Source: an optimization exercise on an open RTL-to-GDS flow (aim: small area, a short achievable clock period and few clock cycles per item). Production flows keep margins and buffers that such runs may drop. Only simulation tests tie the RTL to the original design; equivalence was not proved. Power and IR drop assume default switching activity.

## run A
==> flow/design.v (excerpt) <==
module MUL #(
    parameter WIDTH = 32
) (
    input  [ 0:0] clk,
    input  [ 0:0] rst,
    input  [ 0:0] start,
    input  [31:0] a,
    input  [31:0] b,
    output [63:0] res,
    output [ 0:0] finish
);
For scale: roughly 160 flip-flops.
clock: 4.0 ns
lec_check: 0
cap_margin: 20
core_margin: 2
core_utilization: 40
cts_buf_list: sky130_fd_sc_hd__clkbuf_8
setup_slack_margin: 1.45
slew_margin: 20
run.sh (not shown) runs the stock make flow with config.mk's settings and CLKGATE_MAP_FILE= SYNTH_SCRIPT=/design/flow/synth_recipe.tcl, a recipe that flattens the netlist after the stock synthesis.
Testbench counts of run A, summed over its fixed seeds: cycles 5,376, items 768.
Setup changes, run A to run B
Settings: a change of CTS_BUF_LIST from sky130_fd_sc_hd__clkbuf_8 to sky130_fd_sc_hd__clkbuf_8 sky130_fd_sc_hd__clkbuf_16.
Results
- In the metrics for run B and run A, the one carrying the lower power is run A.
- Fraction of area in registers, run B and run A, lower one = run B.
- Combinational power share: run B vs run A down 2.0 points
- The wire length per cell on run B is in line with that on run A.
- Run B vs run A: cell area up in run B
- Comparing run B with run A, the wire length came out essentially unchanged.
- Of the two values seen for capturing instance or port of the critical path, s_q[11]$_DFF_P_ was produced by run B and s_q[13]$_DFF_P_ by run A.
Inputs modified between run B and run C:
Settings: swapping 1.45 for 1.5 in SETUP_SLACK_MARGIN; swapping sky130_fd_sc_hd__clkbuf_8 sky130_fd_sc_hd__clkbuf_16 for sky130_fd_sc_hd__clkbuf_8 in CTS_BUF_LIST; swapping 40 for 45 in CORE_UTILIZATION.
--- outcome ---
Final area essentially unchanged between run B and run C. In the final design statistics, run C uses fewer standard cells in total than run B. Path type of the worst setup path = reg2reg: run C; path type of the worst setup path = in2reg: run B. When run C is set beside run B, its met1 wire length turns out to be about 1.2% smaller.
Here is what was changed in the inputs of run D compared with run C.
Settings: swapping 1.5 for 1.45 in SETUP_SLACK_MARGIN; swapping 45 for 60 in CORE_UTILIZATION.
### Flow results
- Run D: non-filler instance count after layout 75 below run C
- Going from run C to run D, die area shrinks by 6600 um^2.
- Looking at row count, run D sits about 14% below run C.
- Compared to run C, run D shows a narrower setup margin.
- Going from run C to run D, count of buffers not belonging to the clock network in the layout shrank by a few percent.
- Relative to run C, the actual transition at the worst max-transition pin of run D is higher by 0.069 ns.
- In terms of combinational-cell power consumption, run D and run C differ only marginally.
## Diff of input files: run E against run D
Settings: changing CORE_UTILIZATION from 60 to 50; changing SETUP_SLACK_MARGIN from 1.45 to 1.5.
Findings:
- Looking at master of the slowest instance on the critical path, the fa_1 result is from run E; the ha_1 one comes from run D.
- When run E is set beside run D, its detailed-routed wire length on met3 turns out to be 550 um smaller.
- As of run E, cell count had risen by a few percent compared to run D.
- The run showing the smaller layout-stage area growth over the synthesis result is run D.
- Run comparison: run D most common cell after layout, fill and taps aside dfxtp_1; run E most common cell after layout, fill and taps aside xnor2_1
- Between run E and run D, it is run E whose cell depth of the worst setup path is lower, by 2.

* * *

Setup of sierra:
MUL, a different RTL version from the one above (not shown whole).
==> flow/design.v (excerpt) <==
module MUL #(
    parameter WIDTH = 32
) (
    input  [ 0:0] clk,
    input  [ 0:0] rst,
    input  [ 0:0] start,
    input  [31:0] a,
    input  [31:0] b,
    output [63:0] res,
    output [ 0:0] finish
);
export LEC_CHECK = 0
export CAP_MARGIN = 20
export CORE_MARGIN = 2
export CORE_UTILIZATION = 40
export CTS_BUF_LIST = sky130_fd_sc_hd__clkbuf_8
export PLACE_DENSITY = 0.8
export SETUP_SLACK_MARGIN = 1.4
export SLEW_MARGIN = 20
create_clock -name core_clock -period 4.0 [get_ports {clk}]
Testbench counts of sierra, summed over its fixed seeds: cycles 5,376, items 768.
The inputs of zinc differ from those of sierra as listed below.
==> flow/config.mk <==
export PLATFORM = sky130hd
export DESIGN_NAME = MUL
export DESIGN_NICKNAME = MUL
export VERILOG_FILES = /design/flow/design.v
export SDC_FILE = /design/flow/constraint.sdc
export NUM_CORES = 4
export LEC_CHECK = 0
export CAP_MARGIN = 20
export CORE_MARGIN = 2
export CORE_UTILIZATION = 45
export CTS_BUF_LIST = sky130_fd_sc_hd__clkbuf_8
export SETUP_SLACK_MARGIN = 1.45
export SLEW_MARGIN = 20
Results
- Between zinc and sierra, it is zinc whose flip-flop and latch share of the layout cell area is lower, by 0.75 points.
- zinc vs sierra: highest clock rate up in zinc
- Of zinc and sierra, the run reporting the higher total power was zinc.
Modified inputs, harbor compared to zinc
==> flow/config.mk <==
export PLATFORM = sky130hd
export DESIGN_NAME = MUL
export DESIGN_NICKNAME = MUL
export VERILOG_FILES = /design/flow/design.v
export SDC_FILE = /design/flow/constraint.sdc
export NUM_CORES = 4
export LEC_CHECK = 0
export ABC_AREA = 1
export CAP_MARGIN = 20
export CORE_MARGIN = 2
export CORE_UTILIZATION = 40
export SETUP_SLACK_MARGIN = 1.2
export SLEW_MARGIN = 20
--- outcome ---
Required time reported for the critical path endpoint came out lower on harbor than on zinc.
In harbor, fraction of the cycle the final worst path needs is higher than in zinc.
harbor -> zinc: fraction of synthesized area in multiplexers flat
The worst-case reg-to-reg path depth in harbor was higher than what zinc gave.
For fjord, these inputs were changed with respect to harbor:
==> flow/config.mk <==
export PLATFORM = sky130hd
export DESIGN_NAME = MUL
export DESIGN_NICKNAME = MUL
export VERILOG_FILES = /design/flow/design.v
export SDC_FILE = /design/flow/constraint.sdc
export NUM_CORES = 4
export LEC_CHECK = 0
export CAP_MARGIN = 0
export CORE_MARGIN = 2
export CORE_UTILIZATION = 40
export CTS_BUF_LIST = sky130_fd_sc_hd__clkbuf_8
export SETUP_SLACK_MARGIN = 1.4
export SLEW_MARGIN = 0
--- outcome ---
fjord ran to completion and came out clean on the timing, DRC and antenna checks. Taking harbor as the reference, in fjord adder and majority cell fraction of the synthesized area picked up an extra 1.4 points; mean routed wirelength per cell increased by 18% relative to the old numbers; register fraction of the total cell area shows an increase of 1.3 points; post-synthesis instance area -about 5%; multi-input gate share of total cell area went up. On via count, harbor loses to fjord. Clock-cell share of area in fjord vs harbor: down 1.2 points. Setup slack in fjord is larger than in harbor.
